From an optimization exercise on the open Yosys and OpenROAD flow, aimed at small area; shortcuts taken in it are not production practice.
Function was checked by simulation only, so behaviour that the tests miss may differ from the original.
No driver is modelled on the clock port, so clocking that relies on it looks cheaper here than on a real chip.
Power is estimated from default activity; no workload was simulated.

==> module uart_string_loopback, before the edit <==
module uart_string_loopback (
    input  wire clk,
    input  wire rst_n,
    input  wire rx,
    output wire tx
);
reg  [255:0] ring;
reg  [7:0]   cnt;
reg  [4:0]   rslot;          
wire       hb, valid, frame;
wire [2:0] label;
wire [3:0] tph;
wire full   = rslot == 5'd0;
wire empty  = rslot == 5'd1;
wire start  = ~frame & ~empty;
wire accept = valid & ~full;
wire sent   = ~frame | (tph != 4'd15 && tph > {1'b0, label});
wire wen    = (cnt == {rslot, label}) & (~full | sent);
wire din    = wen ? hb : ring[255];
wire cap    = cnt == {5'd0, tph[2:0]};
uart_rx uart_rx_inst (
    .clk(clk),
    .rst_n(rst_n),
    .rx(rx),
    .label(label),
    .hb(hb),
    .valid(valid)
);
uart_tx uart_tx_inst (
    .clk(clk),
    .rst_n(rst_n),
    .start(start),
    .cap(cap),
    .din(din),
    .tph(tph),
    .frame(frame),
    .tx(tx)
);
always @(posedge clk) begin
    ring <= {ring[254:0], din};
    cnt  <= cnt + (start ? 8'd249 : 8'd1);
end
always @(posedge clk or negedge rst_n) begin
    if (!rst_n)
        rslot <= 5'd1;
    else if (accept && !start)
        rslot <= rslot + 5'd1;
    else if (start && !accept)
        rslot <= rslot - 5'd1;
end
endmodule
Settings: LEC_CHECK=0, CAP_MARGIN=20, CORE_MARGIN=2, CORE_UTILIZATION=72, SLEW_MARGIN=20; clock period 20.0 ns.
standard.sh (not shown) runs the stock make flow with config.mk's settings and CLKGATE_MAP_FILE= SYNTH_SCRIPT=/design/flow/synth_recipe.tcl, a recipe that flattens the netlist after the stock synthesis.
==> flow/flow/run.sh <==
#!/bin/bash
# Own layout flow: the standard synthesis, its logic remapped for area (the
# flip-flops untouched), then the standard layout of that netlist. Each tool
# writes its own log here.
set -euo pipefail
W=$PWD
F=$W/flow
LIB=$FLOW_HOME/platforms/sky130hd/lib/sky130_fd_sc_hd__tt_025C_1v80.lib
R=orfs/results/$FLOW_PLATFORM/uart_string_loopback/base

bash standard.sh synth > log_synth.log 2>&1
cp $R/1_2_yosys.v std_synth.v

# remap with each ABC script (in parallel), then take the smallest netlist
# that is proven equal to the standard one; keep the standard netlist if none
python3 $F/mkmap.py $LIB std_synth.v std_map.v > log_mkmap.log 2>&1
NET=$W/std_synth.v
J=0
for a in $F/abc_*.abc; do
  n=$(basename $a .abc)
  RS_LIB=$LIB RS_IN=std_synth.v RS_TOP=$FLOW_TOP RS_MAP=std_map.v RS_ABC=$a \
    RS_OUT=rs_$n.v yosys -c $F/resynth.tcl > log_resynth_$n.log 2>&1 &
  J=$((J+1))
  if (( J % ${NUM_CORES:-4} == 0 )); then wait || true; fi
done
wait || true
for n in $(for l in log_resynth_*.log; do
             a=$(grep "Chip area" $l | tail -1 | awk '{print $NF}')
             [[ -n $a ]] && echo "$a ${l#log_resynth_}"
           done | sort -g | awk '{print $2}'); do
  n=${n%.log}
  if python3 $F/mkmap.py $LIB rs_$n.v rs_${n}_map.v > log_mkmap_$n.log 2>&1 \
     && RS_LIB=$LIB RS_IN=std_synth.v RS_OUT=rs_$n.v RS_TOP=$FLOW_TOP RS_MAP=std_map.v \
       RS_MAP2=rs_${n}_map.v RS_FFMAP=$F/ffmap.v yosys -c $F/equiv.tcl > log_equiv_$n.log 2>&1; then
    NET=$W/rs_$n.v
    break
  fi
done
echo "netlist: $NET"

mv orfs orfs_std
ARGS=("SYNTH_NETLIST_FILES=$NET")
if [[ -f $F/cts_args ]]; then
  ARGS+=("CTS_ARGS=$(cat $F/cts_args)")
fi
if [[ -f $F/make_args ]]; then
  while IFS= read -r line; do
    [[ -n $line ]] && ARGS+=("$line")
  done < $F/make_args
fi
# POST_CTS_TCL: a leaf clock buffer whose flip-flops see a slow clock edge
# gets a larger cell
ARGS+=("POST_CTS_TCL=$F/fixclk.tcl")
bash standard.sh "${ARGS[@]}" finish > log_layout.log 2>&1
test -f out/final.def
Other scripts of this flow, unchanged in this note and not shown: flow/flow/abc_1.abc, flow/flow/abc_2.abc, flow/flow/abc_3.abc, flow/flow/abc_4.abc, flow/flow/abc_5.abc, flow/flow/abc_6.abc, flow/flow/abc_7.abc, flow/flow/abc_8.abc, flow/flow/cts_args, flow/flow/equiv.tcl, flow/flow/ffmap.v, flow/flow/fixclk.tcl, flow/flow/make_args, flow/flow/mkmap.py, flow/flow/resynth.tcl
Then changed:
--- a/flow/design.v
+++ b/flow/design.v
@@ -99,24 +99,28 @@
     input  wire rst_n,
     input  wire rx,
     output wire tx
 );
 reg  [255:0] ring;
 reg  [7:0]   cnt;
-reg  [4:0]   rslot;          
+reg  [4:0]   write_ptr;
+reg  [4:0]   read_ptr;
 wire       hb, valid, frame;
 wire [2:0] label;
 wire [3:0] tph;
-wire full   = rslot == 5'd0;
-wire empty  = rslot == 5'd1;
+function [4:0] nxt(input [4:0] p);
+    nxt = {p[3:0], p[4] ^ p[2] ^ (p[3:0] == 4'd0)};
+endfunction
+wire [4:0] wp_next = nxt(write_ptr);
+wire full   = wp_next == read_ptr;
+wire empty  = write_ptr == read_ptr;
 wire start  = ~frame & ~empty;
-wire accept = valid & ~full;
 wire sent   = ~frame | (tph != 4'd15 && tph > {1'b0, label});
-wire wen    = (cnt == {rslot, label}) & (~full | sent);
+wire wen    = (cnt == {wp_next, label}) & (~full | sent);
 wire din    = wen ? hb : ring[255];
-wire cap    = cnt == {5'd0, tph[2:0]};
+wire cap    = cnt == {read_ptr, tph[2:0]};
 uart_rx uart_rx_inst (
     .clk(clk),
     .rst_n(rst_n),
     .rx(rx),
     .label(label),
     .hb(hb),
@@ -131,17 +135,20 @@
     .tph(tph),
     .frame(frame),
     .tx(tx)
 );
 always @(posedge clk) begin
     ring <= {ring[254:0], din};
-    cnt  <= cnt + (start ? 8'd249 : 8'd1);
+    cnt  <= {cnt[6:0], cnt[7] ^ cnt[5] ^ cnt[4] ^ cnt[3] ^ (cnt[6:0] == 7'd0)};
 end
 always @(posedge clk or negedge rst_n) begin
-    if (!rst_n)
-        rslot <= 5'd1;
-    else if (accept && !start)
-        rslot <= rslot + 5'd1;
-    else if (start && !accept)
-        rslot <= rslot - 5'd1;
+    if (!rst_n) begin
+        write_ptr <= 5'd0;
+        read_ptr  <= 5'd0;
+    end else begin
+        if (valid && !full)
+            write_ptr <= wp_next;
+        if (start)
+            read_ptr <= nxt(read_ptr);
+    end
 end
 endmodule
Outcome: The new run ran to the end with no violations; power went up by 0.67%; sequential share of layout area decreases by 0.30 points; setup slack improved by 0.016 ns; routed wire length came out higher by 1.6%; non-clock buffer count is unchanged.

Another version of the RTL of uart_string_loopback (not shown whole).
For scale: ~490 cells after synthesis, roughly 4 I/O pins.
==> flow/design.v (excerpt) <==
module uart_string_loopback (
    input  wire clk,
    input  wire rst_n,
    input  wire rx,
    output wire tx
);
reg  [255:0] ring;
reg  [7:0]   cnt;
reg  [4:0]   write_ptr;
reg  [4:0]   read_ptr;
reg          acc;            
wire       wbit, valid, shift_en, frame;
wire [2:0] bsel;
function [4:0] nxt(input [4:0] p);
    nxt = {p[3:0], p[4] ^ p[2] ^ (p[3:0] == 4'd0)};
endfunction
wire [4:0] wp_next = nxt(write_ptr);
wire full   = wp_next == read_ptr;
wire empty  = write_ptr == read_ptr;
wire start  = ~frame & ~empty;
wire wen    = acc & (cnt[7:3] == write_ptr);
wire din    = wen ? wbit : ring[255];
wire cap    = cnt == {read_ptr, bsel};
uart_rx uart_rx_inst (
    .clk(clk),
    .rst_n(rst_n),
    .rx(rx),
    .sel(cnt[2:0]),
    .wbit(wbit),
    .valid(valid),
    .shift_en(shift_en)
);
uart_tx uart_tx_inst (
    .clk(clk),
    .rst_n(rst_n),
    .start(start),
    .cap(cap),
    .din(din),
    .bsel(bsel),
    .frame(frame),
    .tx(tx)
);
always @(posedge clk) begin
    ring <= {ring[254:0], din};
    cnt  <= {cnt[6:0], cnt[7] ^ cnt[5] ^ cnt[4] ^ cnt[3] ^ (cnt[6:0] == 7'd0)};
    if (valid && !full)
        acc <= 1'b1;
    else if (shift_en)
        acc <= 1'b0;
end
always @(posedge clk or negedge rst_n) begin
    if (!rst_n) begin
        write_ptr <= 5'd0;
        read_ptr  <= 5'd0;
    end else begin
        if (valid && !full)
            write_ptr <= wp_next;
        if (start)
            read_ptr <= nxt(read_ptr);
    end
end
  ...
==> module uart_rx, before the edit <==
module uart_rx (
    input        clk,
    input        rst_n,
    input        rx,
    input  [2:0] sel,        
    output       wbit,
    output       valid,      
    output       shift_en    
);
    localparam [3:0] STOP  = 4'b0000,
                     VALID = 4'b0001,   
                     IDLE  = 4'b0011,
                     START = 4'b0111;   
    reg [3:0] ph;
    reg       ta;
    reg [2:0] tb;
    reg [4:0] tc;
    reg [7:0] rx_shift;
    wire idle  = ~ph[3] & ~ph[2] & ph[0];    
    wire start = ~ph[3] & ph[2];
    wire stop  = ~ph[3] & ~ph[0] & ~ph[2];
    wire term  = ta & (&tb) & (&tc);
    assign valid    = (ph == VALID);
    assign shift_en = ph[3] & term;
    assign wbit     = rx_shift[sel];
    always @(posedge clk or negedge rst_n) begin
        if (!rst_n)
            ph <= IDLE;
        else if (idle)
            ph <= rx ? IDLE : START;
        else if (term) begin
            if (start)
                ph <= rx ? IDLE : ph + 4'd1;
            else if (stop)
                ph <= rx ? VALID : IDLE;
            else
                ph <= ph + 4'd1;
        end
    end
    always @(posedge clk) begin
        if (idle) begin
            ta <= 1'b0;
            tb <= 3'b111;
            tc <= 5'b11111;
        end else begin
            ta <= ~ta;
            tb <= {tb[1:0], tb[2] ^ tb[1]};
            tc <= {tc[3:0], tc[4] ^ tc[2]};
        end
        if (shift_en)
            rx_shift <= {rx, rx_shift[7:1]};
    end
endmodule
==> module uart_tx, before the edit <==
module uart_tx (
    input        clk,
    input        rst_n,
    input        start,      
    input        cap,        
    input        din,
    output [2:0] bsel,
    output reg   frame,
    output reg   tx
);
    reg       ta;
    reg [2:0] tb;
    reg [4:0] tc;
    reg [3:0] ph;            
    reg       nb;
    wire tick = frame & ta & (&tb) & (&tc);
    assign bsel = ph[2:0];
    always @(posedge clk) begin
        if (!frame) begin
            ta <= 1'b0;
            tb <= 3'b011;
            tc <= 5'b01111;
            ph <= 4'd15;
        end else begin
            ta <= ~ta;
            tb <= {tb[1:0], tb[2] ^ tb[1]};
            tc <= {tc[3:0], tc[4] ^ tc[2]};
            if (tick)
                ph <= ph + 4'd1;
        end
        if (cap)
            nb <= din;
    end
    always @(posedge clk or negedge rst_n) begin
        if (!rst_n) begin
            frame <= 1'b0;
            tx    <= 1'b1;
        end else begin
            if (start)
                frame <= 1'b1;
            else if (tick && ph == 4'd9)
                frame <= 1'b0;
            if (tick)
                tx <= ph[3] ? ~ph[2] : nb;
        end
    end
endmodule
==> module uart_string_loopback, before the edit <==
module uart_string_loopback (
    input  wire clk,
    input  wire rst_n,
    input  wire rx,
    output wire tx
);
reg  [255:0] ring;
reg  [7:0]   cnt;
reg  [4:0]   write_ptr;
reg  [4:0]   read_ptr;
reg          acc;            
wire       wbit, valid, shift_en, frame;
wire [2:0] bsel;
function [4:0] nxt(input [4:0] p);
    nxt = {p[3:0], p[4] ^ p[2] ^ (p[3:0] == 4'd0)};
endfunction
wire [4:0] wp_next = nxt(write_ptr);
wire full   = wp_next == read_ptr;
wire empty  = write_ptr == read_ptr;
wire start  = ~frame & ~empty;
wire wen    = acc & (cnt[7:3] == write_ptr);
wire din    = wen ? wbit : ring[255];
wire cap    = cnt == {read_ptr, bsel};
uart_rx uart_rx_inst (
    .clk(clk),
    .rst_n(rst_n),
    .rx(rx),
    .sel(cnt[2:0]),
    .wbit(wbit),
    .valid(valid),
    .shift_en(shift_en)
);
uart_tx uart_tx_inst (
    .clk(clk),
    .rst_n(rst_n),
    .start(start),
    .cap(cap),
    .din(din),
    .bsel(bsel),
    .frame(frame),
    .tx(tx)
);
always @(posedge clk) begin
    ring <= {ring[254:0], din};
    cnt  <= {cnt[6:0], cnt[7] ^ cnt[5] ^ cnt[4] ^ cnt[3] ^ (cnt[6:0] == 7'd0)};
    if (valid && !full)
        acc <= 1'b1;
    else if (shift_en)
        acc <= 1'b0;
end
always @(posedge clk or negedge rst_n) begin
    if (!rst_n) begin
        write_ptr <= 5'd0;
        read_ptr  <= 5'd0;
    end else begin
        if (valid && !full)
            write_ptr <= wp_next;
        if (start)
            read_ptr <= nxt(read_ptr);
    end
end
endmodule
clock: 20.0 ns
lec_check: 0
cap_margin: 20
core_margin: 2
core_utilization: 60
cts_buf_list: sky130_fd_sc_hd__clkbuf_4
cts_cluster_diameter: 40
cts_cluster_size: 12
slew_margin: 20
run.sh (not shown) runs the stock make flow with config.mk's settings and CLKGATE_MAP_FILE= SYNTH_SCRIPT=/design/flow/synth_recipe.tcl, a recipe that flattens the netlist after the stock synthesis.
Stock flow here: none of the scripts above is used.
The starting point finished clean.
Change:
--- a/flow/design.v
+++ b/flow/design.v
@@ -10,18 +10,16 @@
     localparam [3:0] STOP  = 4'b0000,
                      VALID = 4'b0001,   
                      IDLE  = 4'b0011,
                      START = 4'b0111;   
     reg [3:0] ph;
-    reg       ta;
-    reg [2:0] tb;
-    reg [4:0] tc;
+    reg [8:0] counter;       
     reg [7:0] rx_shift;
     wire idle  = ~ph[3] & ~ph[2] & ph[0];    
     wire start = ~ph[3] & ph[2];
     wire stop  = ~ph[3] & ~ph[0] & ~ph[2];
-    wire term  = ta & (&tb) & (&tc);
+    wire term  = (counter == 9'd433);
     assign valid    = (ph == VALID);
     assign shift_en = ph[3] & term;
     assign wbit     = rx_shift[sel];
     always @(posedge clk or negedge rst_n) begin
         if (!rst_n)
@@ -36,19 +34,16 @@
             else
                 ph <= ph + 4'd1;
         end
     end
     always @(posedge clk) begin
-        if (idle) begin
-            ta <= 1'b0;
-            tb <= 3'b111;
-            tc <= 5'b11111;
-        end else begin
-            ta <= ~ta;
-            tb <= {tb[1:0], tb[2] ^ tb[1]};
-            tc <= {tc[3:0], tc[4] ^ tc[2]};
-        end
+        if (idle)
+            counter <= 9'd216;
+        else if (term)
+            counter <= 9'd0;
+        else
+            counter <= counter + 9'd1;
         if (shift_en)
             rx_shift <= {rx, rx_shift[7:1]};
     end
 endmodule
 module uart_tx (
@@ -59,27 +54,21 @@
     input        din,
     output [2:0] bsel,
     output reg   frame,
     output reg   tx
 );
-    reg       ta;
-    reg [2:0] tb;
-    reg [4:0] tc;
+    reg [8:0] bc;
     reg [3:0] ph;            
     reg       nb;
-    wire tick = frame & ta & (&tb) & (&tc);
+    wire tick = frame & (bc == 9'd433);
     assign bsel = ph[2:0];
     always @(posedge clk) begin
-        if (!frame) begin
-            ta <= 1'b0;
-            tb <= 3'b011;
-            tc <= 5'b01111;
+        if (start) begin
+            bc <= 9'd432;
             ph <= 4'd15;
         end else begin
-            ta <= ~ta;
-            tb <= {tb[1:0], tb[2] ^ tb[1]};
-            tc <= {tc[3:0], tc[4] ^ tc[2]};
+            bc <= (bc == 9'd433) ? 9'd0 : bc + 9'd1;
             if (tick)
                 ph <= ph + 4'd1;
         end
         if (cap)
             nb <= din;
@@ -109,15 +98,11 @@
 reg  [4:0]   write_ptr;
 reg  [4:0]   read_ptr;
 reg          acc;            
 wire       wbit, valid, shift_en, frame;
 wire [2:0] bsel;
-function [4:0] nxt(input [4:0] p);
-    nxt = {p[3:0], p[4] ^ p[2] ^ (p[3:0] == 4'd0)};
-endfunction
-wire [4:0] wp_next = nxt(write_ptr);
-wire full   = wp_next == read_ptr;
+wire full   = (write_ptr + 5'd1) == read_ptr;
 wire empty  = write_ptr == read_ptr;
 wire start  = ~frame & ~empty;
 wire wen    = acc & (cnt[7:3] == write_ptr);
 wire din    = wen ? wbit : ring[255];
 wire cap    = cnt == {read_ptr, bsel};
@@ -140,23 +125,23 @@
     .frame(frame),
     .tx(tx)
 );
 always @(posedge clk) begin
     ring <= {ring[254:0], din};
-    cnt  <= {cnt[6:0], cnt[7] ^ cnt[5] ^ cnt[4] ^ cnt[3] ^ (cnt[6:0] == 7'd0)};
-    if (valid && !full)
-        acc <= 1'b1;
-    else if (shift_en)
-        acc <= 1'b0;
+    cnt  <= cnt + 8'd1;
 end
 always @(posedge clk or negedge rst_n) begin
     if (!rst_n) begin
         write_ptr <= 5'd0;
         read_ptr  <= 5'd0;
+        acc       <= 1'b0;
     end else begin
-        if (valid && !full)
-            write_ptr <= wp_next;
+        if (valid && !full) begin
+            write_ptr <= write_ptr + 5'd1;
+            acc       <= 1'b1;
+        end else if (shift_en)
+            acc <= 1'b0;
         if (start)
-            read_ptr <= nxt(read_ptr);
+            read_ptr <= read_ptr + 5'd1;
     end
 end
 endmodule
Result:
- The changed run finished clean
- cell area rose by about 2.3%
- hold slack gains 8.8 ps
- die area goes up by 1.5%
- utilization rises by 0.92 points
- critical path depth stays the same
- total power is about the same
- clock skew goes up by 11 ps
- synthesized cell count rose by about 4.7%

## port drivers added, routing unchanged
Ports are ideal in the flow. The routed layouts listed here were re-timed in OpenROAD.
Step 1 assumes that a clkbuf_16 drives the clock port and a buf_2 every other input.
Step 2 times the ports against the registers' clock, not the clock port: input delays grow and output delays shrink by t, the midpoint of the rising clock arrivals with the driver on.
a / b / c = ideal / step 1 / step 2; a / b = the first two.
run	t, ns	setup WS [ns]	worst setup path after step 2	clock arrival spread, ns	worst data-port slew with drivers (ns)
the first run of note 1	0.626	14.714 / 14.683 / 14.859	input to register	0.035 / 0.036	0.03
the second run of note 1	0.615	14.730 / 14.698 / 14.698	input to register	0.052 / 0.052	0.03
the first run of note 2	0.647	14.263 / 14.231 / 14.795	input to register	0.042 / 0.042	0.03
the second run of note 2	0.586	14.369 / 14.339 / 14.853	input to register	0.037 / 0.036	0.03
After both steps every run listed still meets setup and hold. The setup slack of the second run of note 1, which loses most, moves by -0.032 ns with the drivers and by -0.032 ns with both steps.
